Source: an optimization exercise on an open RTL-to-GDS flow (aim: small area). Production flows keep margins and buffers that such runs may drop. RTL that was checked went through simulation tests only; none was proved equivalent to the original.

==> trial 75 <==
==> flow/design.v <==
`timescale 1ns / 1ps
module PC(
    input clk,
    input rst,
    input jmp,
    output reg [15:0] count
);
    wire [16:0] c;
    assign c[0] = 1'b1;
    genvar i;
    generate
        for (i = 0; i < 16; i = i + 1) begin : g_inc
            assign c[i+1] = c[i] & count[i];
        end
    endgenerate
    wire [15:0] next = count ^ c[15:0];
    always @(posedge clk or posedge rst) begin
        if (rst)
            count <= 16'b0;
        else if (jmp)
            count <= 16'b0;
        else
            count <= next;
    end
endmodule
module ControlUnit (
    input  [3:0] opcode,
    output reg_write,    
    output addsub,       
    output inv,          
    output sel_mul,
    output sel_div,
    output sel_arr,      
    output sel_and,
    output sel_or,
    output sel_xor,
    output sel_not,
    output sel_ld,
    output mem_en,
    output mem_we,
    output jmp
);
    wire [15:0] d = 16'b1 << opcode;
    assign addsub    = d[0] | d[1] | d[11];
    assign inv       = d[1] | d[3];
    assign sel_mul   = d[2];
    assign sel_div   = d[3];
    assign sel_arr   = d[0] | d[1] | d[2] | d[11];
    assign sel_and   = d[4];
    assign sel_or    = d[5];
    assign sel_xor   = d[6];
    assign sel_not   = d[7];
    assign sel_ld    = d[8];
    assign mem_en    = d[8] | d[9];
    assign mem_we    = d[9];
    assign jmp       = d[12];
    assign reg_write = ~(d[9] | d[12] | d[13] | d[14] | d[15]);
endmodule
`timescale 1ns / 1ps
module RegisterFile(
    input clk,
    input rst,
    input [3:0] read_addr1,
    input [3:0] read_addr2,
    input [3:0] write_addr,
    input [15:0] write_data,
    input write_enable,
    output [15:0] read_data1,
    output [15:0] read_data2
);
    reg [15:0] registers [0:15];
    reg [15:0] valid;
    wire [15:0] wsel = write_enable ? (16'b1 << write_addr) : 16'b0;
    wire [15:0] r1sel = (16'b1 << read_addr1) & valid;
    wire [15:0] r2sel = (16'b1 << read_addr2) & valid;
    always @(posedge clk or posedge rst) begin
        if (rst)
            valid <= 16'b0;
        else
            valid <= valid | wsel;
    end
    integer k;
    always @(posedge clk) begin
        for (k = 0; k < 16; k = k + 1)
            if (wsel[k]) registers[k] <= write_data;
    end
    reg [15:0] d1, d2;
    always @(*) begin
        d1 = 16'b0;
        d2 = 16'b0;
        for (k = 0; k < 16; k = k + 1) begin
            d1 = d1 | (registers[k] & {16{r1sel[k]}});
            d2 = d2 | (registers[k] & {16{r2sel[k]}});
        end
    end
    assign read_data1 = d1;
    assign read_data2 = d2;
endmodule
`timescale 1ns / 1ps
module addrow #(parameter W = 16) (
    input  [W-1:0] x,
    input  [W-1:0] y,
    input  cin,
    input  take,
    output [W-1:0] r,
    output cout,
    output [W-1:0] tt,    
    output [W-1:0] gg     
);
    localparam integer L = (W > 8) ? 4 : (W > 4) ? 3 : (W > 2) ? 2 : (W > 1) ? 1 : 0;
    wire [W-1:0] t = x | y;
    wire [W-1:0] g0 = x & y;
    assign tt = t;
    assign gg = g0;
    wire [W-1:0] G [0:L];
    wire [W-1:0] P [0:L];
    wire [W-1:0] cinv = cin;
    assign G[0] = g0 | (t & cinv);
    assign P[0] = t;
    genvar l, j;
    generate
        for (l = 0; l < L; l = l + 1) begin : g_lvl
            for (j = 0; j < W; j = j + 1) begin : g_bit
                if (j & (1 << l)) begin : g_comb
                    localparam integer K = ((j >> (l + 1)) << (l + 1)) + (1 << l) - 1;
                    assign G[l+1][j] = G[l][j] | (P[l][j] & G[l][K]);
                    assign P[l+1][j] = P[l][j] & P[l][K];
                end else begin : g_pass
                    assign G[l+1][j] = G[l][j];
                    assign P[l+1][j] = P[l][j];
                end
            end
        end
    endgenerate
    wire [W:0] c = {G[L], cin};
    assign r = x ^ ({W{take}} & (y ^ c[W-1:0]));
    assign cout = c[W];
endmodule
module muldiv(
    input  [15:0] A,
    input  [15:0] B,
    input  mul,
    input  div,
    input  inv,
    output [15:0] v0,    
    output [15:0] q,     
    output [15:0] px,    
    output [15:0] gx,    
    output bnz           
);
    wire [15:0] by = B ^ {16{inv}};
    wire [16:0] hz;
    assign hz[16] = 1'b1;
    genvar i, j;
    generate
        for (i = 15; i >= 0; i = i - 1) begin : g_hz
            assign hz[i] = hz[i+1] & ~B[i];
        end
    endgenerate
    wire [15:0] v [0:16];
    assign v[16] = 16'b0;
    wire [15:0] qq;
    generate
        for (i = 15; i >= 0; i = i - 1) begin : g_row
            localparam integer W = 16 - i;
            wire xin = A[i] & ~mul;
            wire [W-1:0] x;
            if (W == 1) begin : g_x1
                assign x = xin;
            end else begin : g_xn
                assign x = {v[i+1][W-2:0], xin};
            end
            wire [W-1:0] r, rt, rg;
            wire co;
            wire take;
            addrow #(.W(W)) u_add(.x(x), .y(by[W-1:0]), .cin(inv), .take(take), .r(r),
                                  .cout(co), .tt(rt), .gg(rg));
            assign qq[i] = hz[W] & co;
            if (i > 0) begin : g_tk
                assign take = (div & qq[i]) | (mul & A[i]);
            end else begin : g_tk0
                assign take = ~mul | A[i];
                assign px = rt & ~rg;
                assign gx = rg;
            end
            if (W < 16) begin : g_r
                assign v[i][15:W] = 0;
            end
            assign v[i][W-1:0] = r;
        end
    endgenerate
    assign v0 = v[0];
    assign q = qq;
    assign bnz = ~hz[0];
endmodule
module alu(
    input  [15:0] A,
    input  [15:0] B,
    input  [15:0] mem_rd_data,
    input  addsub, inv, sel_mul, sel_div, sel_arr, sel_and, sel_or, sel_xor, sel_not, sel_ld,
    output [15:0] result
);
    wire [15:0] v0, quot, px, gx;
    wire bnz;
    muldiv u_md(.A(A), .B(B), .mul(sel_mul), .div(sel_div), .inv(inv),
                .v0(v0), .q(quot), .px(px), .gx(gx), .bnz(bnz));
    assign result = ({16{sel_arr}} & v0)
                  | ({16{sel_div & bnz}} & quot)
                  | ({16{sel_and}} & gx)
                  | ({16{sel_or}}  & (px | gx))
                  | ({16{sel_xor}} & px)
                  | ({16{sel_not}} & ~A)
                  | ({16{sel_ld}}  & mem_rd_data);
endmodule
`timescale 1ns / 1ps
module Datapath(
    input clk,
    input rst,
    input [15:0] gpio_in,
    output [15:0] gpio_out,
    output [15:0] imem_addr,
    input  [15:0] imem_rdata,
    output        dmem_en,
    output        dmem_we,
    output [15:0] dmem_addr,
    output [15:0] dmem_wdata,
    input  [15:0] dmem_rdata
);
    wire [3:0] opcode = imem_rdata[15:12];
    wire [3:0] rs1 = imem_rdata[11:8];
    wire [3:0] rs2 = imem_rdata[7:4];
    wire [3:0] rd  = imem_rdata[3:0];
    wire [15:0] A, B, result;
    wire reg_write, addsub, inv, sel_mul, sel_div, sel_arr;
    wire sel_and, sel_or, sel_xor, sel_not, sel_ld, jmp;
    ControlUnit cu(
        .opcode(opcode), .reg_write(reg_write), .addsub(addsub), .inv(inv),
        .sel_mul(sel_mul), .sel_div(sel_div), .sel_arr(sel_arr),
        .sel_and(sel_and), .sel_or(sel_or), .sel_xor(sel_xor), .sel_not(sel_not),
        .sel_ld(sel_ld), .mem_en(dmem_en), .mem_we(dmem_we), .jmp(jmp)
    );
    PC pc_inst(.clk(clk), .rst(rst), .jmp(jmp), .count(imem_addr));
    RegisterFile rf(
        .clk(clk), .rst(rst),
        .read_addr1(rs1), .read_addr2(rs2), .write_addr(rd),
        .write_data(result), .write_enable(reg_write),
        .read_data1(A), .read_data2(B)
    );
    alu alu_inst(
        .A(A), .B(B), .mem_rd_data(dmem_rdata),
        .addsub(addsub), .inv(inv), .sel_mul(sel_mul), .sel_div(sel_div), .sel_arr(sel_arr),
        .sel_and(sel_and), .sel_or(sel_or), .sel_xor(sel_xor), .sel_not(sel_not),
        .sel_ld(sel_ld), .result(result)
    );
    assign gpio_out   = A;
    assign dmem_addr  = B;
    assign dmem_wdata = A;
endmodule
==> flow/flow/run.sh <==
#!/bin/bash
# The standard layout with these changes:
#  - synthesis is the standard flow's own script (synth_recipe.tcl and ORFS's synth.tcl),
#    except that ABC maps the logic with flow/area.script (area-oriented
#    mapping) instead of ORFS's script, and ORFS's full-adder extraction is
#    off (ADDER_MAP_FILE empty), so ABC maps the adders too;
#  - ports are buffered with sky130_fd_sc_hd__buf_1.
# make/ORFS output goes to standard.log here (and to ORFS's logs/).
set -euo pipefail
W=$(pwd)
F=$W/flow
sed "s|log_cmd abc {\*}\$abc_args|log_cmd abc {*}[lreplace \$abc_args 1 1 $F/area.script]|" \
    "$FLOW_HOME/scripts/synth.tcl" > "$W/synth_custom.tcl"
grep -q "$F/area.script" "$W/synth_custom.tcl"
sed "s|\$::env(SCRIPTS_DIR)/synth.tcl|$W/synth_custom.tcl|" "$W/synth_recipe.tcl" > "$W/my_synth.tcl"
grep -q "synth_custom.tcl" "$W/my_synth.tcl"
bash "$W/standard.sh" SYNTH_SCRIPT="$W/my_synth.tcl" ADDER_MAP_FILE= \
    "BUFFER_PORTS_ARGS=-buffer_cell sky130_fd_sc_hd__buf_1" finish > "$W/standard.log" 2>&1
==> flow/flow/area.script <==
strash
&get -n
&dch -f
&nf -R 1000
&put
strash
&get -n
&dch -f
&nf -R 1000
&put
strash
&get -n
&dch -f
&nf -R 1000
&put
strash
&get -n
&dch -f
&nf -R 1000
&put
topo
stime -c
==> flow/standard.sh <==
#!/bin/bash
# synth_recipe.tcl (not shown) runs the flow's synth.tcl, then flattens the netlist and writes it again
# the make line also repeats each setting of config.mk as NAME=value (left out here)
make -C /OpenROAD-flow-scripts/flow DESIGN_CONFIG=/design/flow/config.mk WORK_HOME=/design/flow/orfs CLKGATE_MAP_FILE= SYNTH_SCRIPT=/design/flow/synth_recipe.tcl "${@:-finish}"
==> flow/config.mk <==
export PLATFORM = sky130hd
export DESIGN_NAME = Datapath
export DESIGN_NICKNAME = Datapath
export VERILOG_FILES = /design/flow/design.v
export SDC_FILE = /design/flow/constraint.sdc
export NUM_CORES = 4
export LEC_CHECK = 0
export ABC_AREA = 1
export CAP_MARGIN = 20
export CORE_MARGIN = 2
export CORE_UTILIZATION = 55
export CTS_BUF_LIST = sky130_fd_sc_hd__clkbuf_8
export CTS_CLUSTER_DIAMETER = 200
export CTS_CLUSTER_SIZE = 12
export SLEW_MARGIN = 20
==> flow/constraint.sdc <==
create_clock -name core_clock -period 45.0 [get_ports {clk}]
set_input_delay 9.0000 -clock core_clock [delete_from_list [all_inputs] [get_ports {clk}]]
set_output_delay 9.0000 -clock core_clock [all_outputs]
set_load 0.01 [all_outputs]
==> inputs of build 16, as changes to trial 75 <==
--- a/flow/design.v
+++ b/flow/design.v
@@ -7,11 +7,2 @@
 );
-    wire [16:0] c;
-    assign c[0] = 1'b1;
-    genvar i;
-    generate
-        for (i = 0; i < 16; i = i + 1) begin : g_inc
-            assign c[i+1] = c[i] & count[i];
-        end
-    endgenerate
-    wire [15:0] next = count ^ c[15:0];
     always @(posedge clk or posedge rst) begin
@@ -22,3 +13,3 @@
         else
-            count <= next;
+            count <= count + 16'd1;
     end
@@ -103,18 +94,12 @@
     input  cin,
-    input  take,
-    output [W-1:0] r,
-    output cout,
-    output [W-1:0] tt,    
-    output [W-1:0] gg     
-);
-    localparam integer L = (W > 8) ? 4 : (W > 4) ? 3 : (W > 2) ? 2 : (W > 1) ? 1 : 0;
-    wire [W-1:0] t = x | y;
+    output [W-1:0] s,
+    output cout
+);
+    localparam integer L = (W <= 1) ? 0 : $clog2(W);
+    wire [W-1:0] p = x ^ y;
     wire [W-1:0] g0 = x & y;
-    assign tt = t;
-    assign gg = g0;
     wire [W-1:0] G [0:L];
     wire [W-1:0] P [0:L];
-    wire [W-1:0] cinv = cin;
-    assign G[0] = g0 | (t & cinv);
-    assign P[0] = t;
+    assign G[0] = {g0[W-1:1], g0[0] | (p[0] & cin)};
+    assign P[0] = p;
     genvar l, j;
@@ -135,3 +120,3 @@
     wire [W:0] c = {G[L], cin};
-    assign r = x ^ ({W{take}} & (y ^ c[W-1:0]));
+    assign s = p ^ c[W-1:0];
     assign cout = c[W];
@@ -143,8 +128,6 @@
     input  div,
+    input  addsub,
     input  inv,
     output [15:0] v0,    
-    output [15:0] q,     
-    output [15:0] px,    
-    output [15:0] gx,    
-    output bnz           
+    output [15:0] q      
 );
@@ -172,15 +155,13 @@
             end
-            wire [W-1:0] r, rt, rg;
+            wire [W-1:0] s;
             wire co;
+            addrow #(.W(W)) u_add(.x(x), .y(by[W-1:0]), .cin(inv), .s(s), .cout(co));
+            assign qq[i] = hz[W] & co;
             wire take;
-            addrow #(.W(W)) u_add(.x(x), .y(by[W-1:0]), .cin(inv), .take(take), .r(r),
-                                  .cout(co), .tt(rt), .gg(rg));
-            assign qq[i] = hz[W] & co;
             if (i > 0) begin : g_tk
-                assign take = (div & qq[i]) | (mul & A[i]);
+                assign take = div ? qq[i] : mul ? A[i] : ~addsub;
             end else begin : g_tk0
-                assign take = ~mul | A[i];
-                assign px = rt & ~rg;
-                assign gx = rg;
-            end
+                assign take = div ? qq[i] : mul ? A[i] : 1'b1;
+            end
+            wire [W-1:0] r = take ? s : x;
             if (W < 16) begin : g_r
@@ -192,4 +173,3 @@
     assign v0 = v[0];
-    assign q = qq;
-    assign bnz = ~hz[0];
+    assign q = qq & {16{~hz[0]}};
 endmodule
@@ -202,11 +182,10 @@
 );
-    wire [15:0] v0, quot, px, gx;
-    wire bnz;
-    muldiv u_md(.A(A), .B(B), .mul(sel_mul), .div(sel_div), .inv(inv),
-                .v0(v0), .q(quot), .px(px), .gx(gx), .bnz(bnz));
+    wire [15:0] v0, quot;
+    muldiv u_md(.A(A), .B(B), .mul(sel_mul), .div(sel_div), .addsub(addsub), .inv(inv),
+                .v0(v0), .q(quot));
     assign result = ({16{sel_arr}} & v0)
-                  | ({16{sel_div & bnz}} & quot)
-                  | ({16{sel_and}} & gx)
-                  | ({16{sel_or}}  & (px | gx))
-                  | ({16{sel_xor}} & px)
+                  | ({16{sel_div}} & quot)
+                  | ({16{sel_and}} & (A & B))
+                  | ({16{sel_or}}  & (A | B))
+                  | ({16{sel_xor}} & (A ^ B))
                   | ({16{sel_not}} & ~A)
==> flow/run.sh (new file) <==
#!/bin/bash
# synth_recipe.tcl (not shown) runs the flow's synth.tcl, then flattens the netlist and writes it again
# the make line also repeats each setting of config.mk as NAME=value (left out here)
make -C /OpenROAD-flow-scripts/flow DESIGN_CONFIG=/design/flow/config.mk WORK_HOME=/design/flow/orfs CLKGATE_MAP_FILE= SYNTH_SCRIPT=/design/flow/synth_recipe.tcl finish
Settings changed: ABC_AREA 1 to default, CORE_UTILIZATION 55 to 40, CTS_BUF_LIST sky130_fd_sc_hd__clkbuf_8 to default, CTS_CLUSTER_DIAMETER 200 to default, CTS_CLUSTER_SIZE 12 to default.
removed: flow/flow/run.sh
removed: flow/flow/area.script
removed: flow/standard.sh
==> run summary <==
item	build 16	trial 75
Syn_nets	2460	1769
Total Wirelength	92900 um	67700 um
Met3 layer wire length in the routed design	10800 um	7870 um
Max-slew headroom	25.9%	28.8%
Non-clock inverter count in the final layout	86	23
Number of antenna violations at the first check in global routing	1	2
WL met1	34300 um	23900 um
Routed vias	21100	17300
Worst path bufs/invs	19	18
# nets final	2773	2251
Core Area	0.0539 sq mm	0.0314 sq mm
Result of the run	timing/DRC/antenna clean	timing/DRC/antenna clean
Clk latency of the worst-skew pair	620 ps	590 ps
The RTL of build 16 was laid out without a check of its function.

==> what the ideal ports hide <==
Ports are ideal in the flow. The routed layouts listed here were re-timed in OpenROAD. Step 1 (the two cells are an assumption about what drives the block):
set clk [get_ports {clk}]
set_driving_cell -lib_cell sky130_fd_sc_hd__clkbuf_16 $clk
set_driving_cell -lib_cell sky130_fd_sc_hd__buf_2 [delete_from_list [all_inputs] $clk]
Step 2 moves the port delays by t, midway between the first and last clock arrival at a register: inputs arrive t later, outputs are due t later. That takes back most of the time a late clock gives input paths. a / b / c = ideal ports / drivers / drivers and shift; a / b = the first two.
run | t, ns | slack for setup (ns) | worst setup path at the end | clock arrival spread, ns | pins driven straight from the clock port
trial 75 | 0.623 | 2.162 / 2.186 / 1.563 | input to register | 0.022 / 0.022 | 1
build 16 | 0.647 | 1.863 / 1.900 / 1.252 | input to register | 0.058 / 0.057 | 1
After both steps setup and hold are still met in every run listed. For build 16, which loses most, drivers alone change the setup slack by +0.037 ns; drivers and shift together by -0.611 ns.
